Background: an optimization exercise with open tools, aiming at small area, a short achievable clock period and few clock cycles. Do not read the settings as production practice.
Only simulation tests tie the RTL to the original design; equivalence was not proved.
No activity file was given, so power comes from the tool's default toggle rates.

## flow/design.v (module list and top-level ports; edited modules follow where they fit)
// module conv_acc: 1351 lines
// module csa_fa: 4 lines
module conv_acc(
    input         clk,
    input         rst_n,
    input         in_valid,
    input  [31:0] in_data,
    output        in_ready,
    output        out_valid,
    output [19:0] out_data
);
  // ...
==> flow/run.sh <==
#!/bin/bash
# synth_recipe.tcl (not shown) runs the flow's synth.tcl, then flattens the netlist and writes it again
# the make line also repeats each setting of config.mk as NAME=value (left out here)
make -C /OpenROAD-flow-scripts/flow DESIGN_CONFIG=/design/flow/config.mk WORK_HOME=/design/flow/orfs CLKGATE_MAP_FILE= SYNTH_SCRIPT=/design/flow/synth_recipe.tcl finish
==> flow/config.mk <==
export PLATFORM = sky130hd
export DESIGN_NAME = conv_acc
export DESIGN_NICKNAME = conv_acc
export VERILOG_FILES = /design/flow/design.v
export SDC_FILE = /design/flow/constraint.sdc
export NUM_CORES = 4
export LEC_CHECK = 0
export ABC_AREA = 1
export CAP_MARGIN = 20
export CORE_MARGIN = 2
export CORE_UTILIZATION = 65
export PLACE_DENSITY = 0.72
export SETUP_SLACK_MARGIN = 5
export SLEW_MARGIN = 20
export SYNTH_HIERARCHICAL = 1
export SYNTH_MINIMUM_KEEP_SIZE = 0
==> flow/constraint.sdc <==
create_clock -name core_clock -period 9.0 [get_ports {clk}]
set_input_delay 1.8000 -clock core_clock [delete_from_list [all_inputs] [get_ports {clk}]]
set_output_delay 1.8000 -clock core_clock [all_outputs]
set_load 0.01 [all_outputs]
==> flow_metrics.env, run 1 <==
export IMPL_cts_max_level=3
export IMPL_ioPinCount=57
export IMPL_r2r_slack_ns=5.31
export IMPL_top_layer="met4"
export IMPL_finClkSkew_ns=0.0557
export IMPL_largestRegisters="rx: 224 flops, ry: 224 flops, o: 72 flops"
export IMPL_synth_distinct_cells=47
export IMPL_final_common_cell="nand2_1"
export IMPL_die_h_um=237
export IMPL_critical_path_class="reg2reg"
export IMPL_cts_setup_buffers=0
export IMPL_pre_cts_slack_ns=5.21
export IMPL_r2r_start="en[1]$_DFF_P_"
export IMPL_dp_cells=3878
export IMPL_drv_slew=0
export IMPL_swShare=0.388
export IMPL_grt_use_total=0.412
export IMPL_vias_per_cell=6.23
export IMPL_nClkBuffers=109
export IMPL_cts_tree="done"
export IMPL_drive_gt1_frac=0.0576
export IMPL_multi_input_gates=2072
export IMPL_clkSlewWorstSetupHoldPaths_ns=0.07
export IMPL_drc=0
export IMPL_power_density_mw_per_mm2=370
export IMPL_synth_ff_type="dfxtp_1"
export IMPL_synth_top_area_cell="dfxtp_1"
export IMPL_p_switching_uw=5660
export IMPL_status="no timing/DRC/antenna violations"
export IMPL_grt_use_met3=0.122
export IMPL_layout_common_cells="863 x nand2_1, 596 x dfxtp_1, 338 x fa_1, 233 x nor2_1, 206 x edfxtp_1"
export IMPL_synth_compound_area_frac=0.0479
export IMPL_synth_mux_area_frac=0.000284
export IMPL_clkLatencyLatePin_ns=0.68
export IMPL_dr_pass1_iters=8
export IMPL_antenna_found_initial=3
export IMPL_relSlewSlack=0.253
export IMPL_tightest_slew_ns=1.11
export IMPL_cp_required_ns=9.39
export IMPL_cts_sinks=836
Testbench counts, summed over its fixed seeds: cycles 19,296.
==> run 2: changes to the inputs <==
--- a/flow/design.v
+++ b/flow/design.v
@@ -191,18 +191,19 @@
 wire [39:0] pp_0_1 = pp(k1, en[1], px0, p3_0);
 wire [39:0] pp_0_2 = pp(k2, en[2], px0, p3_0);
 wire [39:0] pp_1_0 = pp(k3, en[3], px1, p3_1);
 wire [39:0] pp_1_1 = pp(k4, en[4], px1, p3_1);
 wire [39:0] pp_1_2 = pp(k5, en[5], px1, p3_1);
 wire [39:0] pp_2_0 = pp(k6, en[6], px2, p3_2);
 wire [39:0] pp_2_1 = pp(k7, en[7], px2, p3_2);
 wire [39:0] pp_2_2 = pp(k8, en[8], px2, p3_2);
-localparam NR = 4;             
-reg [NR*W-1:0] r1, r2, o;
+reg [3*W-1:0] r1;
+reg [4*W-1:0] r2;
+reg [4*W-1:0] o;
 always @(posedge clk) begin
     if (v2) begin
         r1 <= n0;
         r2 <= n1;
     end
     o <= n2;
 end
 reg        ov3, ov4;
@@ -214,17 +215,17 @@
     end else begin
         ov3 <= ov2;
         ov4 <= ov3;
     end
 end
 always @(posedge clk) res <= fin[W-1:0] + fin[2*W-1:W];
 assign out_valid = ov4;
 assign out_data  = res;
-wire [NR*W-1:0] n0;
+wire [3*W-1:0] n0;
 wire t0_w1;
 wire t0_w2;
 wire t0_w3;
 wire t0_w4;
 wire t0_w5;
 wire t0_w6;
 wire t0_w7;
 wire t0_w8;
@@ -343,16 +344,44 @@
 wire t0_w121;
 wire t0_w122;
 wire t0_w123;
 wire t0_w124;
 wire t0_w125;
 wire t0_w126;
 wire t0_w127;
 wire t0_w128;
+wire t0_w129;
+wire t0_w130;
+wire t0_w131;
+wire t0_w132;
+wire t0_w133;
+wire t0_w134;
+wire t0_w135;
+wire t0_w136;
+wire t0_w137;
+wire t0_w138;
+wire t0_w139;
+wire t0_w140;
+wire t0_w141;
+wire t0_w142;
+wire t0_w143;
+wire t0_w144;
+wire t0_w145;
+wire t0_w146;
+wire t0_w147;
+wire t0_w148;
+wire t0_w149;
+wire t0_w150;
+wire t0_w151;
+wire t0_w152;
+wire t0_w153;
+wire t0_w154;
+wire t0_w155;
+wire t0_w156;
 csa_fa u_t0_w1 (.a(pp_0_0[6]), .b(pp_0_0[14]), .c(pp_0_0[22]), .s(t0_w1), .co(t0_w2));
 assign t0_w3 = pp_0_0[30] ^ pp_1_0[6];
 assign t0_w4 = pp_0_0[30] & pp_1_0[6];
 csa_fa u_t0_w5 (.a(pp_0_0[7]), .b(pp_0_0[15]), .c(pp_0_0[23]), .s(t0_w5), .co(t0_w6));
 csa_fa u_t0_w7 (.a(pp_0_0[31]), .b(pp_1_0[7]), .c(pp_1_0[15]), .s(t0_w7), .co(t0_w8));
 assign t0_w9 = pp_1_0[23] ^ pp_1_0[31];
 assign t0_w10 = pp_1_0[23] & pp_1_0[31];
 csa_fa u_t0_w11 (.a(pp_0_0[8]), .b(pp_0_0[16]), .c(pp_0_0[24]), .s(t0_w11), .co(t0_w12));
@@ -413,18 +442,33 @@
 csa_fa u_t0_w113 (.a(t0_w63), .b(t0_w65), .c(t0_w67), .s(t0_w113), .co(t0_w114));
 csa_fa u_t0_w115 (.a(t0_w64), .b(t0_w66), .c(t0_w68), .s(t0_w115), .co(t0_w116));
 csa_fa u_t0_w117 (.a(t0_w69), .b(t0_w71), .c(t0_w73), .s(t0_w117), .co(t0_w118));
 csa_fa u_t0_w119 (.a(t0_w70), .b(t0_w72), .c(t0_w74), .s(t0_w119), .co(t0_w120));
 csa_fa u_t0_w121 (.a(t0_w75), .b(t0_w77), .c(pp_2_0[36]), .s(t0_w121), .co(t0_w122));
 csa_fa u_t0_w123 (.a(t0_w76), .b(t0_w78), .c(t0_w79), .s(t0_w123), .co(t0_w124));
 csa_fa u_t0_w125 (.a(pp_1_0[37]), .b(pp_2_0[29]), .c(pp_2_0[37]), .s(t0_w125), .co(t0_w126));
 csa_fa u_t0_w127 (.a(t0_w80), .b(pp_0_0[38]), .c(pp_1_0[38]), .s(t0_w127), .co(t0_w128));
-assign n0 = {1'b0, 1'b0, 1'b0, 1'b0, pp_2_0[39], pp_2_0[38], t0_w125, t0_w121, t0_w117, t0_w113, t0_w109, t0_w105, t0_w101, t0_w97, t0_w93, t0_w89, pp_2_0[11], pp_2_0[10], 1'b0, 1'b0, 1'b0, 1'b0, 1'b0, 1'b0, pp_1_0[39], t0_w127, t0_w123, t0_w119, t0_w115, t0_w111, t0_w107, t0_w103, t0_w99, t0_w95, t0_w91, t0_w87, t0_w85, pp_2_0[2], pp_2_0[1], pp_2_0[0], 1'b0, 1'b0, 1'b0, 1'b0, pp_0_0[39], t0_w126, t0_w122, t0_w118, t0_w114, t0_w110, t0_w106, t0_w102, t0_w98, t0_w94, t0_w90, t0_w86, t0_w83, pp_1_0[10], pp_1_0[1], pp_1_0[0], 1'b0, 1'b0, 1'b0, 1'b0, t0_w128, t0_w124, t0_w120, t0_w116, t0_w112, t0_w108, t0_w104, t0_w100, t0_w96, t0_w92, t0_w88, t0_w84, t0_w82, t0_w81, pp_0_0[1], pp_0_0[0]};
-wire [NR*W-1:0] n1;
+assign t0_w129 = t0_w81 ^ pp_1_0[10];
+assign t0_w130 = t0_w81 & pp_1_0[10];
+csa_fa u_t0_w131 (.a(t0_w82), .b(t0_w83), .c(t0_w85), .s(t0_w131), .co(t0_w132));
+csa_fa u_t0_w133 (.a(t0_w84), .b(t0_w86), .c(t0_w87), .s(t0_w133), .co(t0_w134));
+csa_fa u_t0_w135 (.a(t0_w88), .b(t0_w90), .c(t0_w91), .s(t0_w135), .co(t0_w136));
+csa_fa u_t0_w137 (.a(t0_w92), .b(t0_w94), .c(t0_w95), .s(t0_w137), .co(t0_w138));
+csa_fa u_t0_w139 (.a(t0_w96), .b(t0_w98), .c(t0_w99), .s(t0_w139), .co(t0_w140));
+csa_fa u_t0_w141 (.a(t0_w100), .b(t0_w102), .c(t0_w103), .s(t0_w141), .co(t0_w142));
+csa_fa u_t0_w143 (.a(t0_w104), .b(t0_w106), .c(t0_w107), .s(t0_w143), .co(t0_w144));
+csa_fa u_t0_w145 (.a(t0_w108), .b(t0_w110), .c(t0_w111), .s(t0_w145), .co(t0_w146));
+csa_fa u_t0_w147 (.a(t0_w112), .b(t0_w114), .c(t0_w115), .s(t0_w147), .co(t0_w148));
+csa_fa u_t0_w149 (.a(t0_w116), .b(t0_w118), .c(t0_w119), .s(t0_w149), .co(t0_w150));
+csa_fa u_t0_w151 (.a(t0_w120), .b(t0_w122), .c(t0_w123), .s(t0_w151), .co(t0_w152));
+csa_fa u_t0_w153 (.a(t0_w124), .b(t0_w126), .c(t0_w127), .s(t0_w153), .co(t0_w154));
+csa_fa u_t0_w155 (.a(t0_w128), .b(pp_0_0[39]), .c(pp_1_0[39]), .s(t0_w155), .co(t0_w156));
+assign n0 = {1'b0, 1'b0, 1'b0, 1'b0, pp_2_0[39], pp_2_0[38], t0_w125, t0_w121, t0_w117, t0_w113, t0_w109, t0_w105, t0_w101, t0_w97, t0_w93, t0_w89, pp_2_0[11], pp_2_0[10], pp_2_0[1], pp_2_0[0], 1'b0, 1'b0, 1'b0, 1'b0, t0_w155, t0_w153, t0_w151, t0_w149, t0_w147, t0_w145, t0_w143, t0_w141, t0_w139, t0_w137, t0_w135, t0_w133, t0_w131, pp_2_0[2], pp_1_0[1], pp_1_0[0], 1'b0, 1'b0, 1'b0, t0_w156, t0_w154, t0_w152, t0_w150, t0_w148, t0_w146, t0_w144, t0_w142, t0_w140, t0_w138, t0_w136, t0_w134, t0_w132, t0_w130, t0_w129, pp_0_0[1], pp_0_0[0]};
+wire [4*W-1:0] n1;
 wire t1_w1;
 wire t1_w2;
 wire t1_w3;
 wire t1_w4;
 wire t1_w5;
 wire t1_w6;
 wire t1_w7;
 wire t1_w8;
@@ -635,199 +679,136 @@
 wire t1_w213;
 wire t1_w214;
 wire t1_w215;
 wire t1_w216;
 wire t1_w217;
 wire t1_w218;
 wire t1_w219;
 wire t1_w220;
-wire t1_w221;
-wire t1_w222;
-wire t1_w223;
-wire t1_w224;
-wire t1_w225;
-wire t1_w226;
-wire t1_w227;
-wire t1_w228;
-wire t1_w229;
-wire t1_w230;
-wire t1_w231;
-wire t1_w232;
-wire t1_w233;
-wire t1_w234;
-wire t1_w235;
-wire t1_w236;
-wire t1_w237;
-wire t1_w238;
-wire t1_w239;
-wire t1_w240;
-wire t1_w241;
-wire t1_w242;
-wire t1_w243;
-wire t1_w244;
-wire t1_w245;
-wire t1_w246;
-wire t1_w247;
-wire t1_w248;
-wire t1_w249;
-wire t1_w250;
-wire t1_w251;
-wire t1_w252;
-wire t1_w253;
-wire t1_w254;
-wire t1_w255;
-wire t1_w256;
-wire t1_w257;
-wire t1_w258;
-wire t1_w259;
-wire t1_w260;
 csa_fa u_t1_w1 (.a(r1[6]), .b(r1[26]), .c(r1[46]), .s(t1_w1), .co(t1_w2));
-assign t1_w3 = r1[66] ^ pp_0_1[6];
-assign t1_w4 = r1[66] & pp_0_1[6];
-csa_fa u_t1_w5 (.a(r1[7]), .b(r1[27]), .c(r1[47]), .s(t1_w5), .co(t1_w6));
-csa_fa u_t1_w7 (.a(r1[67]), .b(pp_0_1[7]), .c(pp_0_1[15]), .s(t1_w7), .co(t1_w8));
-assign t1_w9 = pp_0_1[23] ^ pp_0_1[31];
-assign t1_w10 = pp_0_1[23] & pp_0_1[31];
-csa_fa u_t1_w11 (.a(r1[8]), .b(r1[28]), .c(r1[48]), .s(t1_w11), .co(t1_w12));
-csa_fa u_t1_w13 (.a(r1[68]), .b(pp_0_1[8]), .c(pp_0_1[16]), .s(t1_w13), .co(t1_w14));
-csa_fa u_t1_w15 (.a(pp_0_1[24]), .b(pp_0_1[32]), .c(pp_1_1[8]), .s(t1_w15), .co(t1_w16));
-csa_fa u_t1_w17 (.a(r1[9]), .b(r1[29]), .c(r1[49]), .s(t1_w17), .co(t1_w18));
-csa_fa u_t1_w19 (.a(r1[69]), .b(pp_0_1[9]), .c(pp_0_1[17]), .s(t1_w19), .co(t1_w20));
-csa_fa u_t1_w21 (.a(pp_0_1[25]), .b(pp_0_1[33]), .c(pp_1_1[9]), .s(t1_w21), .co(t1_w22));
-csa_fa u_t1_w23 (.a(r1[10]), .b(r1[30]), .c(r1[50]), .s(t1_w23), .co(t1_w24));
-assign t1_w25 = r1[70] ^ pp_0_1[18];
-assign t1_w26 = r1[70] & pp_0_1[18];
-csa_fa u_t1_w27 (.a(r1[11]), .b(r1[31]), .c(r1[51]), .s(t1_w27), .co(t1_w28));
-assign t1_w29 = r1[2] ^ r1[22];
-assign t1_w30 = r1[2] & r1[22];
-csa_fa u_t1_w31 (.a(r1[3]), .b(r1[23]), .c(r1[43]), .s(t1_w31), .co(t1_w32));
-csa_fa u_t1_w33 (.a(r1[4]), .b(r1[24]), .c(r1[44]), .s(t1_w33), .co(t1_w34));
-csa_fa u_t1_w35 (.a(r1[64]), .b(pp_0_1[4]), .c(pp_0_1[12]), .s(t1_w35), .co(t1_w36));
-assign t1_w37 = pp_0_1[20] ^ pp_1_1[4];
-assign t1_w38 = pp_0_1[20] & pp_1_1[4];
-csa_fa u_t1_w39 (.a(r1[5]), .b(r1[25]), .c(r1[45]), .s(t1_w39), .co(t1_w40));
-csa_fa u_t1_w41 (.a(r1[65]), .b(pp_0_1[5]), .c(pp_0_1[13]), .s(t1_w41), .co(t1_w42));
-csa_fa u_t1_w43 (.a(pp_0_1[21]), .b(pp_1_1[5]), .c(pp_1_1[13]), .s(t1_w43), .co(t1_w44));
-assign t1_w45 = pp_1_1[21] ^ pp_2_1[5];
-assign t1_w46 = pp_1_1[21] & pp_2_1[5];
-csa_fa u_t1_w47 (.a(t1_w1), .b(t1_w3), .c(pp_0_1[14]), .s(t1_w47), .co(t1_w48));
-csa_fa u_t1_w49 (.a(pp_0_1[22]), .b(pp_0_1[30]), .c(pp_1_1[6]), .s(t1_w49), .co(t1_w50));
-csa_fa u_t1_w51 (.a(pp_1_1[14]), .b(pp_1_1[22]), .c(pp_1_1[30]), .s(t1_w51), .co(t1_w52));
-csa_fa u_t1_w53 (.a(pp_2_1[6]), .b(pp_2_1[14]), .c(pp_2_1[22]), .s(t1_w53), .co(t1_w54));
-csa_fa u_t1_w55 (.a(t1_w2), .b(t1_w4), .c(t1_w5), .s(t1_w55), .co(t1_w56));
-csa_fa u_t1_w57 (.a(t1_w7), .b(t1_w9), .c(pp_1_1[7]), .s(t1_w57), .co(t1_w58));
-csa_fa u_t1_w59 (.a(pp_1_1[15]), .b(pp_1_1[23]), .c(pp_1_1[31]), .s(t1_w59), .co(t1_w60));
-csa_fa u_t1_w61 (.a(pp_2_1[7]), .b(pp_2_1[15]), .c(pp_2_1[23]), .s(t1_w61), .co(t1_w62));
-csa_fa u_t1_w63 (.a(t1_w6), .b(t1_w8), .c(t1_w10), .s(t1_w63), .co(t1_w64));
-csa_fa u_t1_w65 (.a(t1_w11), .b(t1_w13), .c(t1_w15), .s(t1_w65), .co(t1_w66));
-csa_fa u_t1_w67 (.a(pp_1_1[16]), .b(pp_1_1[24]), .c(pp_1_1[32]), .s(t1_w67), .co(t1_w68));
-csa_fa u_t1_w69 (.a(pp_2_1[8]), .b(pp_2_1[16]), .c(pp_2_1[24]), .s(t1_w69), .co(t1_w70));
-csa_fa u_t1_w71 (.a(t1_w12), .b(t1_w14), .c(t1_w16), .s(t1_w71), .co(t1_w72));
-csa_fa u_t1_w73 (.a(t1_w17), .b(t1_w19), .c(t1_w21), .s(t1_w73), .co(t1_w74));
-csa_fa u_t1_w75 (.a(pp_1_1[17]), .b(pp_1_1[25]), .c(pp_1_1[33]), .s(t1_w75), .co(t1_w76));
-csa_fa u_t1_w77 (.a(pp_2_1[9]), .b(pp_2_1[17]), .c(pp_2_1[25]), .s(t1_w77), .co(t1_w78));
-csa_fa u_t1_w79 (.a(t1_w18), .b(t1_w20), .c(t1_w22), .s(t1_w79), .co(t1_w80));
-csa_fa u_t1_w81 (.a(t1_w23), .b(t1_w25), .c(pp_0_1[26]), .s(t1_w81), .co(t1_w82));
-csa_fa u_t1_w83 (.a(pp_0_1[34]), .b(pp_1_1[18]), .c(pp_1_1[26]), .s(t1_w83), .co(t1_w84));
-csa_fa u_t1_w85 (.a(pp_1_1[34]), .b(pp_2_1[18]), .c(pp_2_1[26]), .s(t1_w85), .co(t1_w86));
-csa_fa u_t1_w87 (.a(t1_w24), .b(t1_w26), .c(t1_w27), .s(t1_w87), .co(t1_w88));
-csa_fa u_t1_w89 (.a(r1[71]), .b(pp_0_1[19]), .c(pp_0_1[27]), .s(t1_w89), .co(t1_w90));
-csa_fa u_t1_w91 (.a(pp_0_1[35]), .b(pp_1_1[19]), .c(pp_1_1[27]), .s(t1_w91), .co(t1_w92));
-csa_fa u_t1_w93 (.a(pp_1_1[35]), .b(pp_2_1[19]), .c(pp_2_1[27]), .s(t1_w93), .co(t1_w94));
-csa_fa u_t1_w95 (.a(t1_w28), .b(r1[12]), .c(r1[32]), .s(t1_w95), .co(t1_w96));
-csa_fa u_t1_w97 (.a(r1[52]), .b(r1[72]), .c(pp_0_1[28]), .s(t1_w97), .co(t1_w98));
-csa_fa u_t1_w99 (.a(pp_0_1[36]), .b(pp_1_1[28]), .c(pp_1_1[36]), .s(t1_w99), .co(t1_w100));
-csa_fa u_t1_w101 (.a(r1[13]), .b(r1[33]), .c(r1[53]), .s(t1_w101), .co(t1_w102));
-csa_fa u_t1_w103 (.a(r1[73]), .b(pp_0_1[29]), .c(pp_0_1[37]), .s(t1_w103), .co(t1_w104));
-assign t1_w105 = r1[0] ^ r1[20];
-assign t1_w106 = r1[0] & r1[20];
-csa_fa u_t1_w107 (.a(r1[1]), .b(r1[21]), .c(r1[41]), .s(t1_w107), .co(t1_w108));
-csa_fa u_t1_w109 (.a(t1_w29), .b(r1[42]), .c(r1[62]), .s(t1_w109), .co(t1_w110));
-csa_fa u_t1_w111 (.a(pp_0_1[2]), .b(pp_0_1[10]), .c(pp_1_1[2]), .s(t1_w111), .co(t1_w112));
-csa_fa u_t1_w113 (.a(t1_w30), .b(t1_w31), .c(r1[63]), .s(t1_w113), .co(t1_w114));
-csa_fa u_t1_w115 (.a(pp_0_1[3]), .b(pp_0_1[11]), .c(pp_1_1[3]), .s(t1_w115), .co(t1_w116));
-assign t1_w117 = pp_1_1[11] ^ pp_2_1[3];
-assign t1_w118 = pp_1_1[11] & pp_2_1[3];
-csa_fa u_t1_w119 (.a(t1_w32), .b(t1_w33), .c(t1_w35), .s(t1_w119), .co(t1_w120));
-csa_fa u_t1_w121 (.a(t1_w37), .b(pp_1_1[12]), .c(pp_1_1[20]), .s(t1_w121), .co(t1_w122));
-csa_fa u_t1_w123 (.a(pp_2_1[4]), .b(pp_2_1[12]), .c(pp_2_1[20]), .s(t1_w123), .co(t1_w124));
-csa_fa u_t1_w125 (.a(t1_w34), .b(t1_w36), .c(t1_w38), .s(t1_w125), .co(t1_w126));
-csa_fa u_t1_w127 (.a(t1_w39), .b(t1_w41), .c(t1_w43), .s(t1_w127), .co(t1_w128));
-csa_fa u_t1_w129 (.a(t1_w45), .b(pp_2_1[13]), .c(pp_2_1[21]), .s(t1_w129), .co(t1_w130));
-csa_fa u_t1_w131 (.a(t1_w40), .b(t1_w42), .c(t1_w44), .s(t1_w131), .co(t1_w132));
-csa_fa u_t1_w133 (.a(t1_w46), .b(t1_w47), .c(t1_w49), .s(t1_w133), .co(t1_w134));
-csa_fa u_t1_w135 (.a(t1_w51), .b(t1_w53), .c(pp_2_1[30]), .s(t1_w135), .co(t1_w136));
-csa_fa u_t1_w137 (.a(t1_w48), .b(t1_w50), .c(t1_w52), .s(t1_w137), .co(t1_w138));
-csa_fa u_t1_w139 (.a(t1_w54), .b(t1_w55), .c(t1_w57), .s(t1_w139), .co(t1_w140));
-csa_fa u_t1_w141 (.a(t1_w59), .b(t1_w61), .c(pp_2_1[31]), .s(t1_w141), .co(t1_w142));
-csa_fa u_t1_w143 (.a(t1_w56), .b(t1_w58), .c(t1_w60), .s(t1_w143), .co(t1_w144));
-csa_fa u_t1_w145 (.a(t1_w62), .b(t1_w63), .c(t1_w65), .s(t1_w145), .co(t1_w146));
-csa_fa u_t1_w147 (.a(t1_w67), .b(t1_w69), .c(pp_2_1[32]), .s(t1_w147), .co(t1_w148));
-csa_fa u_t1_w149 (.a(t1_w64), .b(t1_w66), .c(t1_w68), .s(t1_w149), .co(t1_w150));
-csa_fa u_t1_w151 (.a(t1_w70), .b(t1_w71), .c(t1_w73), .s(t1_w151), .co(t1_w152));
-csa_fa u_t1_w153 (.a(t1_w75), .b(t1_w77), .c(pp_2_1[33]), .s(t1_w153), .co(t1_w154));
-csa_fa u_t1_w155 (.a(t1_w72), .b(t1_w74), .c(t1_w76), .s(t1_w155), .co(t1_w156));
-csa_fa u_t1_w157 (.a(t1_w78), .b(t1_w79), .c(t1_w81), .s(t1_w157), .co(t1_w158));
-csa_fa u_t1_w159 (.a(t1_w83), .b(t1_w85), .c(pp_2_1[34]), .s(t1_w159), .co(t1_w160));
-csa_fa u_t1_w161 (.a(t1_w80), .b(t1_w82), .c(t1_w84), .s(t1_w161), .co(t1_w162));
-csa_fa u_t1_w163 (.a(t1_w86), .b(t1_w87), .c(t1_w89), .s(t1_w163), .co(t1_w164));
-csa_fa u_t1_w165 (.a(t1_w91), .b(t1_w93), .c(pp_2_1[35]), .s(t1_w165), .co(t1_w166));
-csa_fa u_t1_w167 (.a(t1_w88), .b(t1_w90), .c(t1_w92), .s(t1_w167), .co(t1_w168));
-csa_fa u_t1_w169 (.a(t1_w94), .b(t1_w95), .c(t1_w97), .s(t1_w169), .co(t1_w170));
-csa_fa u_t1_w171 (.a(t1_w99), .b(pp_2_1[28]), .c(pp_2_1[36]), .s(t1_w171), .co(t1_w172));
-csa_fa u_t1_w173 (.a(t1_w96), .b(t1_w98), .c(t1_w100), .s(t1_w173), .co(t1_w174));
-csa_fa u_t1_w175 (.a(t1_w101), .b(t1_w103), .c(pp_1_1[29]), .s(t1_w175), .co(t1_w176));
-csa_fa u_t1_w177 (.a(pp_1_1[37]), .b(pp_2_1[29]), .c(pp_2_1[37]), .s(t1_w177), .co(t1_w178));
-csa_fa u_t1_w179 (.a(t1_w102), .b(t1_w104), .c(r1[14]), .s(t1_w179), .co(t1_w180));
-csa_fa u_t1_w181 (.a(r1[34]), .b(r1[54]), .c(r1[74]), .s(t1_w181), .co(t1_w182));
-csa_fa u_t1_w183 (.a(pp_0_1[38]), .b(pp_1_1[38]), .c(pp_2_1[38]), .s(t1_w183), .co(t1_w184));
-csa_fa u_t1_w185 (.a(r1[15]), .b(r1[35]), .c(r1[55]), .s(t1_w185), .co(t1_w186));
-csa_fa u_t1_w187 (.a(r1[75]), .b(pp_0_1[39]), .c(pp_1_1[39]), .s(t1_w187), .co(t1_w188));
-csa_fa u_t1_w189 (.a(t1_w105), .b(r1[40]), .c(r1[60]), .s(t1_w189), .co(t1_w190));
-csa_fa u_t1_w191 (.a(t1_w106), .b(t1_w107), .c(r1[61]), .s(t1_w191), .co(t1_w192));
-assign t1_w193 = pp_0_1[1] ^ pp_1_1[1];
-assign t1_w194 = pp_0_1[1] & pp_1_1[1];
-csa_fa u_t1_w195 (.a(t1_w108), .b(t1_w109), .c(t1_w111), .s(t1_w195), .co(t1_w196));
-csa_fa u_t1_w197 (.a(pp_1_1[10]), .b(pp_2_1[2]), .c(pp_2_1[10]), .s(t1_w197), .co(t1_w198));
-csa_fa u_t1_w199 (.a(t1_w110), .b(t1_w112), .c(t1_w113), .s(t1_w199), .co(t1_w200));
-csa_fa u_t1_w201 (.a(t1_w115), .b(t1_w117), .c(pp_2_1[11]), .s(t1_w201), .co(t1_w202));
-csa_fa u_t1_w203 (.a(t1_w114), .b(t1_w116), .c(t1_w118), .s(t1_w203), .co(t1_w204));
-csa_fa u_t1_w205 (.a(t1_w119), .b(t1_w121), .c(t1_w123), .s(t1_w205), .co(t1_w206));
-csa_fa u_t1_w207 (.a(t1_w120), .b(t1_w122), .c(t1_w124), .s(t1_w207), .co(t1_w208));
-csa_fa u_t1_w209 (.a(t1_w125), .b(t1_w127), .c(t1_w129), .s(t1_w209), .co(t1_w210));
-csa_fa u_t1_w211 (.a(t1_w126), .b(t1_w128), .c(t1_w130), .s(t1_w211), .co(t1_w212));
-csa_fa u_t1_w213 (.a(t1_w131), .b(t1_w133), .c(t1_w135), .s(t1_w213), .co(t1_w214));
-csa_fa u_t1_w215 (.a(t1_w132), .b(t1_w134), .c(t1_w136), .s(t1_w215), .co(t1_w216));
-csa_fa u_t1_w217 (.a(t1_w137), .b(t1_w139), .c(t1_w141), .s(t1_w217), .co(t1_w218));
-csa_fa u_t1_w219 (.a(t1_w138), .b(t1_w140), .c(t1_w142), .s(t1_w219), .co(t1_w220));
-csa_fa u_t1_w221 (.a(t1_w143), .b(t1_w145), .c(t1_w147), .s(t1_w221), .co(t1_w222));
-csa_fa u_t1_w223 (.a(t1_w144), .b(t1_w146), .c(t1_w148), .s(t1_w223), .co(t1_w224));
-csa_fa u_t1_w225 (.a(t1_w149), .b(t1_w151), .c(t1_w153), .s(t1_w225), .co(t1_w226));
-csa_fa u_t1_w227 (.a(t1_w150), .b(t1_w152), .c(t1_w154), .s(t1_w227), .co(t1_w228));
-csa_fa u_t1_w229 (.a(t1_w155), .b(t1_w157), .c(t1_w159), .s(t1_w229), .co(t1_w230));
-csa_fa u_t1_w231 (.a(t1_w156), .b(t1_w158), .c(t1_w160), .s(t1_w231), .co(t1_w232));
-csa_fa u_t1_w233 (.a(t1_w161), .b(t1_w163), .c(t1_w165), .s(t1_w233), .co(t1_w234));
-csa_fa u_t1_w235 (.a(t1_w162), .b(t1_w164), .c(t1_w166), .s(t1_w235), .co(t1_w236));
-csa_fa u_t1_w237 (.a(t1_w167), .b(t1_w169), .c(t1_w171), .s(t1_w237), .co(t1_w238));
-csa_fa u_t1_w239 (.a(t1_w168), .b(t1_w170), .c(t1_w172), .s(t1_w239), .co(t1_w240));
-csa_fa u_t1_w241 (.a(t1_w173), .b(t1_w175), .c(t1_w177), .s(t1_w241), .co(t1_w242));
-csa_fa u_t1_w243 (.a(t1_w174), .b(t1_w176), .c(t1_w178), .s(t1_w243), .co(t1_w244));
-csa_fa u_t1_w245 (.a(t1_w179), .b(t1_w181), .c(t1_w183), .s(t1_w245), .co(t1_w246));
-csa_fa u_t1_w247 (.a(t1_w180), .b(t1_w182), .c(t1_w184), .s(t1_w247), .co(t1_w248));
-csa_fa u_t1_w249 (.a(t1_w185), .b(t1_w187), .c(pp_2_1[39]), .s(t1_w249), .co(t1_w250));
-csa_fa u_t1_w251 (.a(t1_w186), .b(t1_w188), .c(r1[16]), .s(t1_w251), .co(t1_w252));
-csa_fa u_t1_w253 (.a(r1[36]), .b(r1[56]), .c(r1[76]), .s(t1_w253), .co(t1_w254));
-csa_fa u_t1_w255 (.a(r1[17]), .b(r1[37]), .c(r1[57]), .s(t1_w255), .co(t1_w256));
-assign t1_w257 = r1[18] ^ r1[38];
-assign t1_w258 = r1[18] & r1[38];
-assign t1_w259 = r1[19] ^ r1[39];
-assign t1_w260 = r1[19] & r1[39];
-assign n1 = {r1[79], r1[78], r1[77], t1_w253, t1_w249, t1_w245, t1_w241, t1_w237, t1_w233, t1_w229, t1_w225, t1_w221, t1_w217, t1_w213, t1_w209, t1_w205, t1_w201, t1_w197, pp_2_1[1], pp_2_1[0], r1[59], r1[58], t1_w255, t1_w251, t1_w247, t1_w243, t1_w239, t1_w235, t1_w231, t1_w227, t1_w223, t1_w219, t1_w215, t1_w211, t1_w207, t1_w203, t1_w199, t1_w195, t1_w193, pp_1_1[0], t1_w259, t1_w257, t1_w254, t1_w250, t1_w246, t1_w242, t1_w238, t1_w234, t1_w230, t1_w226, t1_w222, t1_w218, t1_w214, t1_w210, t1_w206, t1_w202, t1_w198, t1_w194, t1_w191, pp_0_1[0], t1_w258, t1_w256, t1_w252, t1_w248, t1_w244, t1_w240, t1_w236, t1_w232, t1_w228, t1_w224, t1_w220, t1_w216, t1_w212, t1_w208, t1_w204, t1_w200, t1_w196, t1_w192, t1_w190, t1_w189};
-wire [NR*W-1:0] n2;
+csa_fa u_t1_w3 (.a(r1[7]), .b(r1[27]), .c(r1[47]), .s(t1_w3), .co(t1_w4));
+assign t1_w5 = pp_0_1[7] ^ pp_0_1[15];
+assign t1_w6 = pp_0_1[7] & pp_0_1[15];
+csa_fa u_t1_w7 (.a(r1[8]), .b(r1[28]), .c(r1[48]), .s(t1_w7), .co(t1_w8));
+csa_fa u_t1_w9 (.a(pp_0_1[8]), .b(pp_0_1[16]), .c(pp_0_1[24]), .s(t1_w9), .co(t1_w10));
+csa_fa u_t1_w11 (.a(r1[9]), .b(r1[29]), .c(r1[49]), .s(t1_w11), .co(t1_w12));
+csa_fa u_t1_w13 (.a(pp_0_1[9]), .b(pp_0_1[17]), .c(pp_0_1[25]), .s(t1_w13), .co(t1_w14));
+assign t1_w15 = r1[10] ^ r1[30];
+assign t1_w16 = r1[10] & r1[30];
+csa_fa u_t1_w17 (.a(r1[4]), .b(r1[24]), .c(r1[44]), .s(t1_w17), .co(t1_w18));
+assign t1_w19 = pp_0_1[4] ^ pp_0_1[12];
+assign t1_w20 = pp_0_1[4] & pp_0_1[12];
+csa_fa u_t1_w21 (.a(r1[5]), .b(r1[25]), .c(r1[45]), .s(t1_w21), .co(t1_w22));
+csa_fa u_t1_w23 (.a(pp_0_1[5]), .b(pp_0_1[13]), .c(pp_0_1[21]), .s(t1_w23), .co(t1_w24));
+assign t1_w25 = pp_1_1[5] ^ pp_1_1[13];
+assign t1_w26 = pp_1_1[5] & pp_1_1[13];
+csa_fa u_t1_w27 (.a(t1_w1), .b(pp_0_1[6]), .c(pp_0_1[14]), .s(t1_w27), .co(t1_w28));
+csa_fa u_t1_w29 (.a(pp_0_1[22]), .b(pp_0_1[30]), .c(pp_1_1[6]), .s(t1_w29), .co(t1_w30));
+csa_fa u_t1_w31 (.a(pp_1_1[14]), .b(pp_1_1[22]), .c(pp_1_1[30]), .s(t1_w31), .co(t1_w32));
+assign t1_w33 = pp_2_1[6] ^ pp_2_1[14];
+assign t1_w34 = pp_2_1[6] & pp_2_1[14];
+csa_fa u_t1_w35 (.a(t1_w2), .b(t1_w3), .c(t1_w5), .s(t1_w35), .co(t1_w36));
+csa_fa u_t1_w37 (.a(pp_0_1[23]), .b(pp_0_1[31]), .c(pp_1_1[7]), .s(t1_w37), .co(t1_w38));
+csa_fa u_t1_w39 (.a(pp_1_1[15]), .b(pp_1_1[23]), .c(pp_1_1[31]), .s(t1_w39), .co(t1_w40));
+csa_fa u_t1_w41 (.a(pp_2_1[7]), .b(pp_2_1[15]), .c(pp_2_1[23]), .s(t1_w41), .co(t1_w42));
+csa_fa u_t1_w43 (.a(t1_w4), .b(t1_w6), .c(t1_w7), .s(t1_w43), .co(t1_w44));
+csa_fa u_t1_w45 (.a(t1_w9), .b(pp_0_1[32]), .c(pp_1_1[8]), .s(t1_w45), .co(t1_w46));
+csa_fa u_t1_w47 (.a(pp_1_1[16]), .b(pp_1_1[24]), .c(pp_1_1[32]), .s(t1_w47), .co(t1_w48));
+csa_fa u_t1_w49 (.a(pp_2_1[8]), .b(pp_2_1[16]), .c(pp_2_1[24]), .s(t1_w49), .co(t1_w50));
+csa_fa u_t1_w51 (.a(t1_w8), .b(t1_w10), .c(t1_w11), .s(t1_w51), .co(t1_w52));
+csa_fa u_t1_w53 (.a(t1_w13), .b(pp_0_1[33]), .c(pp_1_1[9]), .s(t1_w53), .co(t1_w54));
+csa_fa u_t1_w55 (.a(pp_1_1[17]), .b(pp_1_1[25]), .c(pp_1_1[33]), .s(t1_w55), .co(t1_w56));
+csa_fa u_t1_w57 (.a(pp_2_1[9]), .b(pp_2_1[17]), .c(pp_2_1[25]), .s(t1_w57), .co(t1_w58));
+csa_fa u_t1_w59 (.a(t1_w12), .b(t1_w14), .c(t1_w15), .s(t1_w59), .co(t1_w60));
+csa_fa u_t1_w61 (.a(r1[50]), .b(pp_0_1[18]), .c(pp_0_1[26]), .s(t1_w61), .co(t1_w62));
+csa_fa u_t1_w63 (.a(pp_0_1[34]), .b(pp_1_1[18]), .c(pp_1_1[26]), .s(t1_w63), .co(t1_w64));
+csa_fa u_t1_w65 (.a(pp_1_1[34]), .b(pp_2_1[18]), .c(pp_2_1[26]), .s(t1_w65), .co(t1_w66));
+csa_fa u_t1_w67 (.a(t1_w16), .b(r1[11]), .c(r1[31]), .s(t1_w67), .co(t1_w68));
+csa_fa u_t1_w69 (.a(r1[51]), .b(pp_0_1[19]), .c(pp_0_1[27]), .s(t1_w69), .co(t1_w70));
+csa_fa u_t1_w71 (.a(pp_0_1[35]), .b(pp_1_1[19]), .c(pp_1_1[27]), .s(t1_w71), .co(t1_w72));
+csa_fa u_t1_w73 (.a(pp_1_1[35]), .b(pp_2_1[19]), .c(pp_2_1[27]), .s(t1_w73), .co(t1_w74));
+csa_fa u_t1_w75 (.a(r1[12]), .b(r1[32]), .c(r1[52]), .s(t1_w75), .co(t1_w76));
+csa_fa u_t1_w77 (.a(pp_0_1[28]), .b(pp_0_1[36]), .c(pp_1_1[28]), .s(t1_w77), .co(t1_w78));
+csa_fa u_t1_w79 (.a(r1[13]), .b(r1[33]), .c(r1[53]), .s(t1_w79), .co(t1_w80));
+csa_fa u_t1_w81 (.a(r1[2]), .b(r1[22]), .c(r1[42]), .s(t1_w81), .co(t1_w82));
+assign t1_w83 = pp_0_1[2] ^ pp_0_1[10];
+assign t1_w84 = pp_0_1[2] & pp_0_1[10];
+csa_fa u_t1_w85 (.a(r1[3]), .b(r1[23]), .c(r1[43]), .s(t1_w85), .co(t1_w86));
+csa_fa u_t1_w87 (.a(pp_0_1[3]), .b(pp_0_1[11]), .c(pp_1_1[3]), .s(t1_w87), .co(t1_w88));
+assign t1_w89 = pp_1_1[11] ^ pp_2_1[3];
+assign t1_w90 = pp_1_1[11] & pp_2_1[3];
+csa_fa u_t1_w91 (.a(t1_w17), .b(t1_w19), .c(pp_0_1[20]), .s(t1_w91), .co(t1_w92));
+csa_fa u_t1_w93 (.a(pp_1_1[4]), .b(pp_1_1[12]), .c(pp_1_1[20]), .s(t1_w93), .co(t1_w94));
+csa_fa u_t1_w95 (.a(pp_2_1[4]), .b(pp_2_1[12]), .c(pp_2_1[20]), .s(t1_w95), .co(t1_w96));
+csa_fa u_t1_w97 (.a(t1_w18), .b(t1_w20), .c(t1_w21), .s(t1_w97), .co(t1_w98));
+csa_fa u_t1_w99 (.a(t1_w23), .b(t1_w25), .c(pp_1_1[21]), .s(t1_w99), .co(t1_w100));
+csa_fa u_t1_w101 (.a(pp_2_1[5]), .b(pp_2_1[13]), .c(pp_2_1[21]), .s(t1_w101), .co(t1_w102));
+csa_fa u_t1_w103 (.a(t1_w22), .b(t1_w24), .c(t1_w26), .s(t1_w103), .co(t1_w104));
+csa_fa u_t1_w105 (.a(t1_w27), .b(t1_w29), .c(t1_w31), .s(t1_w105), .co(t1_w106));
+csa_fa u_t1_w107 (.a(t1_w33), .b(pp_2_1[22]), .c(pp_2_1[30]), .s(t1_w107), .co(t1_w108));
+csa_fa u_t1_w109 (.a(t1_w28), .b(t1_w30), .c(t1_w32), .s(t1_w109), .co(t1_w110));
+csa_fa u_t1_w111 (.a(t1_w34), .b(t1_w35), .c(t1_w37), .s(t1_w111), .co(t1_w112));
+csa_fa u_t1_w113 (.a(t1_w39), .b(t1_w41), .c(pp_2_1[31]), .s(t1_w113), .co(t1_w114));
+csa_fa u_t1_w115 (.a(t1_w36), .b(t1_w38), .c(t1_w40), .s(t1_w115), .co(t1_w116));
+csa_fa u_t1_w117 (.a(t1_w42), .b(t1_w43), .c(t1_w45), .s(t1_w117), .co(t1_w118));
+csa_fa u_t1_w119 (.a(t1_w47), .b(t1_w49), .c(pp_2_1[32]), .s(t1_w119), .co(t1_w120));
+csa_fa u_t1_w121 (.a(t1_w44), .b(t1_w46), .c(t1_w48), .s(t1_w121), .co(t1_w122));
+csa_fa u_t1_w123 (.a(t1_w50), .b(t1_w51), .c(t1_w53), .s(t1_w123), .co(t1_w124));
+csa_fa u_t1_w125 (.a(t1_w55), .b(t1_w57), .c(pp_2_1[33]), .s(t1_w125), .co(t1_w126));
+csa_fa u_t1_w127 (.a(t1_w52), .b(t1_w54), .c(t1_w56), .s(t1_w127), .co(t1_w128));
+csa_fa u_t1_w129 (.a(t1_w58), .b(t1_w59), .c(t1_w61), .s(t1_w129), .co(t1_w130));
+csa_fa u_t1_w131 (.a(t1_w63), .b(t1_w65), .c(pp_2_1[34]), .s(t1_w131), .co(t1_w132));
+csa_fa u_t1_w133 (.a(t1_w60), .b(t1_w62), .c(t1_w64), .s(t1_w133), .co(t1_w134));
+csa_fa u_t1_w135 (.a(t1_w66), .b(t1_w67), .c(t1_w69), .s(t1_w135), .co(t1_w136));
+csa_fa u_t1_w137 (.a(t1_w71), .b(t1_w73), .c(pp_2_1[35]), .s(t1_w137), .co(t1_w138));
+csa_fa u_t1_w139 (.a(t1_w68), .b(t1_w70), .c(t1_w72), .s(t1_w139), .co(t1_w140));
+csa_fa u_t1_w141 (.a(t1_w74), .b(t1_w75), .c(t1_w77), .s(t1_w141), .co(t1_w142));
+csa_fa u_t1_w143 (.a(pp_1_1[36]), .b(pp_2_1[28]), .c(pp_2_1[36]), .s(t1_w143), .co(t1_w144));
+csa_fa u_t1_w145 (.a(t1_w76), .b(t1_w78), .c(t1_w79), .s(t1_w145), .co(t1_w146));
+csa_fa u_t1_w147 (.a(pp_0_1[29]), .b(pp_0_1[37]), .c(pp_1_1[29]), .s(t1_w147), .co(t1_w148));
+csa_fa u_t1_w149 (.a(pp_1_1[37]), .b(pp_2_1[29]), .c(pp_2_1[37]), .s(t1_w149), .co(t1_w150));
+csa_fa u_t1_w151 (.a(t1_w80), .b(r1[14]), .c(r1[34]), .s(t1_w151), .co(t1_w152));
+csa_fa u_t1_w153 (.a(r1[54]), .b(pp_0_1[38]), .c(pp_1_1[38]), .s(t1_w153), .co(t1_w154));
+csa_fa u_t1_w155 (.a(r1[15]), .b(r1[35]), .c(r1[55]), .s(t1_w155), .co(t1_w156));
+csa_fa u_t1_w157 (.a(r1[0]), .b(r1[20]), .c(r1[40]), .s(t1_w157), .co(t1_w158));
+csa_fa u_t1_w159 (.a(r1[1]), .b(r1[21]), .c(r1[41]), .s(t1_w159), .co(t1_w160));
+assign t1_w161 = pp_0_1[1] ^ pp_1_1[1];
+assign t1_w162 = pp_0_1[1] & pp_1_1[1];
+csa_fa u_t1_w163 (.a(t1_w81), .b(t1_w83), .c(pp_1_1[2]), .s(t1_w163), .co(t1_w164));
+csa_fa u_t1_w165 (.a(pp_1_1[10]), .b(pp_2_1[2]), .c(pp_2_1[10]), .s(t1_w165), .co(t1_w166));
+csa_fa u_t1_w167 (.a(t1_w82), .b(t1_w84), .c(t1_w85), .s(t1_w167), .co(t1_w168));
+csa_fa u_t1_w169 (.a(t1_w87), .b(t1_w89), .c(pp_2_1[11]), .s(t1_w169), .co(t1_w170));
+csa_fa u_t1_w171 (.a(t1_w86), .b(t1_w88), .c(t1_w90), .s(t1_w171), .co(t1_w172));
+csa_fa u_t1_w173 (.a(t1_w91), .b(t1_w93), .c(t1_w95), .s(t1_w173), .co(t1_w174));
+csa_fa u_t1_w175 (.a(t1_w92), .b(t1_w94), .c(t1_w96), .s(t1_w175), .co(t1_w176));
+csa_fa u_t1_w177 (.a(t1_w97), .b(t1_w99), .c(t1_w101), .s(t1_w177), .co(t1_w178));
+csa_fa u_t1_w179 (.a(t1_w98), .b(t1_w100), .c(t1_w102), .s(t1_w179), .co(t1_w180));
+csa_fa u_t1_w181 (.a(t1_w103), .b(t1_w105), .c(t1_w107), .s(t1_w181), .co(t1_w182));
+csa_fa u_t1_w183 (.a(t1_w104), .b(t1_w106), .c(t1_w108), .s(t1_w183), .co(t1_w184));
+csa_fa u_t1_w185 (.a(t1_w109), .b(t1_w111), .c(t1_w113), .s(t1_w185), .co(t1_w186));
+csa_fa u_t1_w187 (.a(t1_w110), .b(t1_w112), .c(t1_w114), .s(t1_w187), .co(t1_w188));
+csa_fa u_t1_w189 (.a(t1_w115), .b(t1_w117), .c(t1_w119), .s(t1_w189), .co(t1_w190));
+csa_fa u_t1_w191 (.a(t1_w116), .b(t1_w118), .c(t1_w120), .s(t1_w191), .co(t1_w192));
+csa_fa u_t1_w193 (.a(t1_w121), .b(t1_w123), .c(t1_w125), .s(t1_w193), .co(t1_w194));
+csa_fa u_t1_w195 (.a(t1_w122), .b(t1_w124), .c(t1_w126), .s(t1_w195), .co(t1_w196));
+csa_fa u_t1_w197 (.a(t1_w127), .b(t1_w129), .c(t1_w131), .s(t1_w197), .co(t1_w198));
+csa_fa u_t1_w199 (.a(t1_w128), .b(t1_w130), .c(t1_w132), .s(t1_w199), .co(t1_w200));
+csa_fa u_t1_w201 (.a(t1_w133), .b(t1_w135), .c(t1_w137), .s(t1_w201), .co(t1_w202));
+csa_fa u_t1_w203 (.a(t1_w134), .b(t1_w136), .c(t1_w138), .s(t1_w203), .co(t1_w204));
+csa_fa u_t1_w205 (.a(t1_w139), .b(t1_w141), .c(t1_w143), .s(t1_w205), .co(t1_w206));
+csa_fa u_t1_w207 (.a(t1_w140), .b(t1_w142), .c(t1_w144), .s(t1_w207), .co(t1_w208));
+csa_fa u_t1_w209 (.a(t1_w145), .b(t1_w147), .c(t1_w149), .s(t1_w209), .co(t1_w210));
+csa_fa u_t1_w211 (.a(t1_w146), .b(t1_w148), .c(t1_w150), .s(t1_w211), .co(t1_w212));
+csa_fa u_t1_w213 (.a(t1_w151), .b(t1_w153), .c(pp_2_1[38]), .s(t1_w213), .co(t1_w214));
+csa_fa u_t1_w215 (.a(t1_w152), .b(t1_w154), .c(t1_w155), .s(t1_w215), .co(t1_w216));
+csa_fa u_t1_w217 (.a(pp_0_1[39]), .b(pp_1_1[39]), .c(pp_2_1[39]), .s(t1_w217), .co(t1_w218));
+csa_fa u_t1_w219 (.a(t1_w156), .b(r1[16]), .c(r1[36]), .s(t1_w219), .co(t1_w220));
+assign n1 = {1'b0, 1'b0, r1[57], r1[56], t1_w217, t1_w213, t1_w209, t1_w205, t1_w201, t1_w197, t1_w193, t1_w189, t1_w185, t1_w181, t1_w177, t1_w173, t1_w169, t1_w165, pp_2_1[1], pp_2_1[0], r1[59], r1[58], r1[37], t1_w219, t1_w215, t1_w211, t1_w207, t1_w203, t1_w199, t1_w195, t1_w191, t1_w187, t1_w183, t1_w179, t1_w175, t1_w171, t1_w167, t1_w163, t1_w161, pp_1_1[0], r1[39], r1[38], r1[17], t1_w218, t1_w214, t1_w210, t1_w206, t1_w202, t1_w198, t1_w194, t1_w190, t1_w186, t1_w182, t1_w178, t1_w174, t1_w170, t1_w166, t1_w162, t1_w159, pp_0_1[0], r1[19], r1[18], t1_w220, t1_w216, t1_w212, t1_w208, t1_w204, t1_w200, t1_w196, t1_w192, t1_w188, t1_w184, t1_w180, t1_w176, t1_w172, t1_w168, t1_w164, t1_w160, t1_w158, t1_w157};
+wire [4*W-1:0] n2;
 wire t2_w1;
 wire t2_w2;
 wire t2_w3;
 wire t2_w4;
 wire t2_w5;
 wire t2_w6;
 wire t2_w7;
 wire t2_w8;
==> flow/flow/run.sh (new file) <==
#!/bin/bash
set -euo pipefail
export SETUP_SLACK_MARGIN=5.8
bash standard.sh > standard.log 2>&1
==> flow/standard.sh (new file) <==
#!/bin/bash
# synth_recipe.tcl (not shown) runs the flow's synth.tcl, then flattens the netlist and writes it again
# the make line also repeats each setting of config.mk as NAME=value (left out here)
make -C /OpenROAD-flow-scripts/flow DESIGN_CONFIG=/design/flow/config.mk WORK_HOME=/design/flow/orfs CLKGATE_MAP_FILE= SYNTH_SCRIPT=/design/flow/synth_recipe.tcl "${@:-finish}"
--- a/flow/config.mk
+++ b/flow/config.mk
@@ -5,12 +5,11 @@
 export SDC_FILE = /design/flow/constraint.sdc
 export NUM_CORES = 4
 export LEC_CHECK = 0
 export ABC_AREA = 1
 export CAP_MARGIN = 20
 export CORE_MARGIN = 2
 export CORE_UTILIZATION = 65
 export PLACE_DENSITY = 0.72
-export SETUP_SLACK_MARGIN = 5
 export SLEW_MARGIN = 20
 export SYNTH_HIERARCHICAL = 1
 export SYNTH_MINIMUM_KEEP_SIZE = 0
removed: flow/run.sh
==> run 2 against run 1 <==
  * Global-route usage increased by 0.68 points
  * Die area decreased by 1.6%
  * Wire length increased by 2.0%
  * Register-to-register slack improved by 0.44 ns
  * Non-clock buffer count increased by 72
  * Clock-buffer cell count decreased by 10
  * Clock power decreased by 4%
  * Setup slack improved by 0.44 ns
  * Power increased by 5.5%
  * Critical path depth unchanged
  * Largest cell class unchanged
  * Sequential cell count decreased by 18
==> flow_metrics.env, run 2 <==
export IMPL_status="no timing/DRC/antenna violations"
export IMPL_fill_cells=3182
export IMPL_grt_pass1_vias=25800
export IMPL_initial_utilization=0.657
export IMPL_worstPathMaxFanout=7
export IMPL_final_common_cell="nand2_1"
export IMPL_syn2layout_area_growth_pct=15.5
export IMPL_synth_area_leaders="dfxtp_1 34%, fa_1 19%, edfxtp_1 16%"
export IMPL_reg2reg_to="r1[31]$_DFFE_PP_"
export IMPL_stdcell_area_sq_mm=0.0400
export IMPL_synth_top_cells_by_count="876 x nand2_1, 595 x dfxtp_1, 334 x fa_1"
export IMPL_grt_use_total=0.418
export IMPL_drv_slew=0
export IMPL_cts_max_level=3
export IMPL_grt_max_degree=67
export IMPL_die_h_um=235
export IMPL_dp_hpwl_mm=76.8
export IMPL_drtIter0Drc=3463
export IMPL_row_count=84
export IMPL_cts_sinks=818
export IMPL_irDropWorstVdd_mv=0.398
export IMPL_clkLatencyLatePin_ns=0.69
export IMPL_holdBufCountCts=0
export IMPL_final_cells=4075
export IMPL_synth_distinct_cells=44
export IMPL_rr_worst_depth=8
export IMPL_drive_gt1_frac=0.127
export IMPL_gp_congestion=1.04
export IMPL_clock_root_buffer="clkbuf_16"
export IMPL_hold_path_depth=0
export IMPL_cts_buffers=78
export IMPL_fin_crit_sh=0.361
export IMPL_syn_area_sq_mm=0.0346
export IMPL_layout_min_cycle_time_ns=3.25
export IMPL_holdPathEnd="rx[16][4]$_DFF_P_"
export IMPL_ys_seq_area_frac=0.533
export IMPL_die_area_sq_mm=0.0551
export IMPL_critical_path_class="reg2reg"
export IMPL_regArea_sq_mm=0.0185
export IMPL_synth_most_common_cell="nand2_1"
export IMPL_ioPinCount=57
export IMPL_power_leakage_uw=0.0170
export IMPL_synth_edf_count=189
export IMPL_antenna_found_initial=12
export IMPL_r2r_start="k0[2]$_DFFE_PP_"
export IMPL_core_sq_mm=0.0527
export IMPL_vias=25400
export IMPL_dp_cells=3850
export IMPL_ys_ff_latch=818
export IMPL_power_density_mw_per_mm2=384
export IMPL_fin_tns_setup_ns=0
export IMPL_relSlewSlack=0.116
export IMPL_hold_path_startpoint="rx[15][4]$_DFF_P_"
export IMPL_grt_pass1_wl_mm=166
export IMPL_synth_top_area_share=0.344
export IMPL_end_kind="flip-flop"
export IMPL_arrival_ns=3.66
export IMPL_setup_violations=0
export IMPL_hold_viol=0
export IMPL_clock_fmax_ghz=0.308
export IMPL_wl_per_cell_um=28.2
export IMPL_startpoint_type="flip-flop"
export IMPL_yosys_warnings=9
export IMPL_clockBufferDepth=3
export IMPL_rsz0062_at_grt="yes"
export IMPL_async_reset_ff_frac=0.0416
export IMPL_io_buffers=56
export IMPL_vias_per_cell=6.24
export IMPL_synth_ff_type="dfxtp_1"
export IMPL_gr_total_overflow=0
export IMPL_hp_class="reg2reg"
export IMPL_final_nets=3768
export IMPL_drt_wl_total_mm=115
export IMPL_dr_pass1_iters=9
export IMPL_tightest_slew_ns=1.32
export IMPL_holdWs_ns=0.306
export IMPL_drc=0
export IMPL_die_width_um=235
export IMPL_cts_tree="done"
export IMPL_placedInstanceArea_sq_mm=0.0360
export IMPL_cap_violations=0
export IMPL_finClkSkew_ns=0.0490
export IMPL_multiInputGateArea_sq_mm=0.0158
export IMPL_largestRegisters="rx: 224 flops, ry: 224 flops, o: 71 flops"
export IMPL_ant_nets=0
export IMPL_layout_common_cells="846 x nand2_1, 582 x dfxtp_1, 307 x fa_1, 189 x edfxtp_1, 188 x nand3_1"
export IMPL_avgSynthCellArea_sq_um=11.0
export IMPL_clkSlewWorstSetupHoldPaths_ns=0.07
export IMPL_r2r_slack_ns=5.75
export IMPL_synthCells=3153
export IMPL_cp_required_ns=9.41
export IMPL_synth_top_area_cell="dfxtp_1"
==> run 2: cell count changes after synthesis, sizes merged, moves of 2 or more <==
cell / previous run / this run
nand3: 205 / 202
xor2: 27 / 29
fa: 338 / 334
edfxtp: 206 / 189
nand2: 868 / 882
o21ai: 93 / 95
buf: 18 / 14
nand4: 11 / 9
clkbuf: 75 / 79
==> run 2: worst max-delay path by stage <==
stage / from / endpoint / slack [ns] / depth (start not counted)
2_1_floorplan: en[0]$_DFF_P_ / r1[29]$_DFFE_PP_ / 5.81 / 9
6_report: k0[2]$_DFFE_PP_ / r1[31]$_DFFE_PP_ / 5.75 / 8
3_3_place_gp: in_valid / fl$_DFFE_PN0P_ / 5.31 / 6
4_1_cts: k3[0]$_DFFE_PP_ / r1[28]$_DFFE_PP_ / 5.71 / 8
5_1_grt: k3[0]$_DFFE_PP_ / r1[30]$_DFFE_PP_ / 5.65 / 8
3_5_place_dp: in_valid / fl$_DFFE_PN0P_ / 5.25 / 6
==> run 2: area by class of cell <==
| class | count | share of cell area |
|---|---|---|
| clock inverter | 45 | 0.0135 |
| tap | 688 | 0.0215 |
| multi-input combinational | 2072 | 0.395 |
| antenna | 6 | 0.000376 |
| clock buffer | 99 | 0.0534 |
| inverter | 181 | 0.0183 |
| sequential | 818 | 0.462 |
| timing repair buffer | 166 | 0.0352 |
==> run 2: timing repair <==
action,in CTS,in global routing
pin swaps,16,61
resized for setup,141,127
endpoints found under the setup margin,87,51
setup buffers,29,46
==> run 2: routing by layer <==
metal | global-route usage | part of all wire
met1 | 0.482 | 0.33
met3 | 0.133 | 0.12
met5 | 0 | 0.00048
met2 | 0.650 | 0.45
met4 | 0.331 | 0.10
==> run 2: per-module statistics from Yosys, one instance, submodules excluded <==
module	cell area (sq um)	copies in the design
csa_fa	20.0	330
conv_acc	28000	1
==> run 2: kinds of logic (layout without fill, tap and decap cells) <==
kind of cell,after synthesis,count (layout),synth area share
compound gates,265,265,0.0482
xor+xnor,35,35,0.00886
fa+ha+maj,416,416,0.223
buf+inv,274,491,0.0304
flops,818,818,0.533
mux,1,1,0.000289
other cells,1,18,0.000108
simple gates,1343,1343,0.157
==> run 2: power breakdown <==
group / total, uW / internal [uW] / switching (uW)
combinational: 6360 / 2350 / 4010
sequential: 5610 / 4920 / 690
clock: 3390 / 1870 / 1520
==> run 2: per-stage QoR <==
step / total power (uW) / setup slack [ns] / util
2_1_floorplan: 9230 / 5.81 / -
3_3_place_gp: 11300 / 5.31 / 0.683
3_5_place_dp: 11600 / 5.25 / 0.683
4_1_cts: 15100 / 5.71 / 0.744
5_1_grt: 16100 / 5.65 / 0.759
6_report: 15400 / 5.75 / 0.759
==> run 2: critical path, stage by stage (launching register included) <==
cell      delay (ns)
edfxtp_1        0.45
inv_1           0.11
nor2_4          0.22
inv_1           0.11
o21ai_2         0.19
fa_2            0.52
fa_2            0.43
fa_2            0.56
fa_1            0.41
Testbench counts of run 2, summed over its fixed seeds: cycles 19,296.
==> run 3: changes to the inputs <==
--- a/flow/config.mk
+++ b/flow/config.mk
@@ -9,6 +9,8 @@
 export CAP_MARGIN = 20
 export CORE_MARGIN = 2
 export CORE_UTILIZATION = 65
+export CTS_CLUSTER_DIAMETER = 100
+export CTS_CLUSTER_SIZE = 30
 export PLACE_DENSITY = 0.72
 export SLEW_MARGIN = 20
 export SYNTH_HIERARCHICAL = 1
==> run 3 against run 2 <==
  * Sequential share of layout area is 1.9 points higher
  * Setup slack worse by 0.0081 ns
  * Synthesized area stayed put
  * Fmax is 0.25% lower
  * Register-to-register slack hardly changed
  * Sequential cell count stayed put
  * Sequential power is 0.9% lower
==> flow_metrics.env, run 3 <==
export IMPL_status="no timing/DRC/antenna violations"
export IMPL_core_sq_mm=0.0527
export IMPL_grt_use_total=0.395
export IMPL_clock_fmax_ghz=0.307
export IMPL_layout_common_cells="857 x nand2_1, 583 x dfxtp_1, 309 x fa_1, 190 x nand3_1, 189 x edfxtp_1"
export IMPL_irDropWorstVdd_mv=0.365
export IMPL_clock_root_buffer="clkbuf_16"
export IMPL_hp_class="reg2reg"
export IMPL_syn2layout_area_growth_pct=10.8
export IMPL_grt_pass1_wl_mm=157
export IMPL_finClkSkew_ns=0.0404
export IMPL_synthCells=3153
export IMPL_synth_top_area_share=0.344
export IMPL_wl_met3_mm=12.9
export IMPL_rsz0062_at_grt="yes"
export IMPL_synth_most_common_cell="nand2_1"
export IMPL_setup_violations=0
export IMPL_final_common_cell="nand2_1"
export IMPL_drt_wl_total_mm=109
export IMPL_synth_area_leaders="dfxtp_1 34%, fa_1 19%, edfxtp_1 16%"
export IMPL_dr_pass1_iters=8
export IMPL_critical_path_class="reg2reg"
export IMPL_fin_tns_setup_ns=0
export IMPL_row_count=84
export IMPL_cap_violations=0
export IMPL_power_density_mw_per_mm2=361
export IMPL_die_width_um=235
export IMPL_synth_top_cells_by_count="876 x nand2_1, 595 x dfxtp_1, 334 x fa_1"
export IMPL_arrival_ns=3.64
export IMPL_async_reset_ff_frac=0.0416
export IMPL_largestRegisters="rx: 224 flops, ry: 224 flops, o: 71 flops"
export IMPL_cts_max_level=2
export IMPL_io_buffers=56
export IMPL_drtIter0Drc=3141
export IMPL_clkSlewWorstSetupHoldPaths_ns=0.11
export IMPL_vias=24600
export IMPL_drc=0
export IMPL_final_nets=3723
export IMPL_synth_top_area_cell="dfxtp_1"
export IMPL_top_layer="met5"
export IMPL_holdWs_ns=0.326
export IMPL_hold_viol=0
export IMPL_initial_utilization=0.657
export IMPL_yosys_warnings=9
export IMPL_antenna_found_initial=10
export IMPL_synth_edf_count=189
export IMPL_ant_nets=0
export IMPL_gr_total_overflow=0
export IMPL_ys_ff_latch=818
export IMPL_avgSynthCellArea_sq_um=11.0
export IMPL_ioPinCount=57
export IMPL_die_area_sq_mm=0.0551
export IMPL_synth_distinct_cells=44
export IMPL_fin_crit_sh=0.362
export IMPL_layout_min_cycle_time_ns=3.26
export IMPL_gp_congestion=1.04
export IMPL_syn_area_sq_mm=0.0346
export IMPL_holdBufCountCts=0
export IMPL_route_met2_wl_mm=49.4
export IMPL_cp_required_ns=9.38
export IMPL_startpoint_type="flip-flop"
export IMPL_synth_ff_type="dfxtp_1"
export IMPL_tightest_slew_ns=1.25
export IMPL_worstPathMaxFanout=4
export IMPL_wl_met1_mm=36.1
export IMPL_cts_buffers=36
export IMPL_wl_per_cell_um=27.2
export IMPL_drive_gt1_frac=0.100
export IMPL_clkLatencyLatePin_ns=0.63
export IMPL_power_leakage_uw=0.0163
export IMPL_grt_max_degree=67
export IMPL_die_h_um=235
export IMPL_end_kind="flip-flop"
export IMPL_grt_pass1_vias=24600
export IMPL_cts_tree="done"
export IMPL_cts_sinks=818
export IMPL_clockBufferDepth=3
export IMPL_ys_seq_area_frac=0.533
export IMPL_relSlewSlack=0.166
export IMPL_dp_hpwl_mm=76.8
export IMPL_vias_per_cell=6.17
export IMPL_drv_slew=0
run 3: layout make-up:
| class | instances | area (sq um) |
|---|---|---|
| diodes | 8 | 20.0 |
| multi-input cells | 2072 | 15700 |
| clock buffers | 49 | 950 |
| well taps | 688 | 861 |
| flip-flops and latches | 818 | 18500 |
| fillers | 3515 | 14300 |
| clock inverters | 13 | 250 |
| repair buffers | 163 | 1400 |
| inverters | 181 | 728 |
run 3: worst paths after layout:
kind                                   startpoint                 end  slack [ns]  cells after the start
worst max-delay path              k3[0]$_DFFE_PP_    r1[28]$_DFFE_PP_        5.74                      8
worst min-delay path            ry[15][4]$_DFF_P_   ry[16][4]$_DFF_P_        0.33                      0
worst max register to register    k3[0]$_DFFE_PP_    r1[28]$_DFFE_PP_        5.74                      8
worst min register to register  ry[15][4]$_DFF_P_   ry[16][4]$_DFF_P_        0.33                      0
max in group asynchronous                   rst_n        v2$_DFF_PN0_        7.06                      2
min in group asynchronous                   rst_n  col[3]$_DFFE_PN0P_        1.58                      2
run 3: worst max-delay path, cell delays in order (launching register included):
cell and delay (ns):
edfxtp_1 0.53, nand2_2 0.16, nor2_2 0.12, clkinv_2 0.10, o211ai_1 0.27, fa_1 0.49
fa_2 0.39, fa_1 0.53, fa_1 0.42
run 3: logic make-up (layout without fill, tap and decap cells):
kind of cell	Yosys count	after routing	share of synthesized area
buffers and inverters	274	406	0.0304
AOI/OAI and AO/OA	265	265	0.0482
adders and majority gates	416	416	0.223
other	1	20	0.000108
xor gates and xnor gates	35	35	0.00886
DFF	818	818	0.533
and+or+nand+nor	1343	1343	0.157
muxes	1	1	0.000289
run 3: what timing repair did:
| item | 4_1_cts | 5_1_grt |
|---|---|---|
| endpoints found under the setup margin | 84 | 57 |
| setup buffers | 12 | 60 |
| pin swaps | 9 | 56 |
| gates resized for setup | 123 | 101 |
| cloned | 0 | 0 |
run 3: power by group:
| group | leakage (uW) | internal [uW] | switching (uW) | total (uW) |
|---|---|---|---|---|
| Combinational | 0.00860 | 2330 | 3920 | 6260 |
| Clock | 0.000566 | 827 | 1210 | 2040 |
| Sequential | 0.00708 | 4910 | 652 | 5560 |
| Total | 0.0163 | 8070 | 5790 | 13900 |
run 3: modules after synthesis, one instance, submodules excluded:
| module | cells inside | copies in the design |
|---|---|---|
| conv_acc | 2823 | 1 |
| csa_fa | 1 | 330 |
run 3: per-layer routing:
metal	vias to the layer above	GRT usage
met5	-	0
met4	8	0.290
met3	589	0.111
met2	1843	0.624
met1	11800	0.464
li1	10400	-
run 3: metrics by stage:
stage,cells,util,instance area [sq um],worst slack (ns),power (uW)
floorplan,3164,-,34700,5.81,9230
global placement,3850,0.683,36000,5.31,11300
detailed placement,3850,0.683,36000,5.25,11600
CTS,3924,0.713,37500,5.75,13600
global route,3986,0.728,38300,5.71,14600
finish,3992,0.729,38400,5.74,13900

==> static timing again, ports no longer ideal <==
No port has a modelled driver above. Below, the same layouts with a new extraction and two added sets of constraints.
Step 1: set_driving_cell puts a clkbuf_16 on clk and a buf_2 on each other input, an assumption about the parent block.
Step 2 adds t to the input delays and takes it off the output delays; t is the mean of the earliest and latest rising clock arrival at the registers after step 1. Input paths then give back, and output paths get back, about the clock's delay inside the block.
a / b / c = ideal ports / drivers / drivers and shift; a / b = the first two.
run | shift t [ns] | setup WS [ns] | worst hold slack (ns) | clock arrival spread, ns
run 1 | 0.716 | 5.314 / 5.314 / 5.170 | 0.321 / 0.321 / 0.321 | 0.057 / 0.056
run 2 | 0.726 | 5.750 / 5.750 / 5.319 | 0.306 / 0.306 / 0.306 | 0.049 / 0.049
run 3 | 0.671 | 5.742 / 5.742 / 5.369 | 0.326 / 0.326 / 0.326 | 0.041 / 0.041
After both steps every run listed still meets setup and hold. For run 2, which loses most, drivers alone change the setup slack by 0.000 ns; drivers and shift together by -0.431 ns.
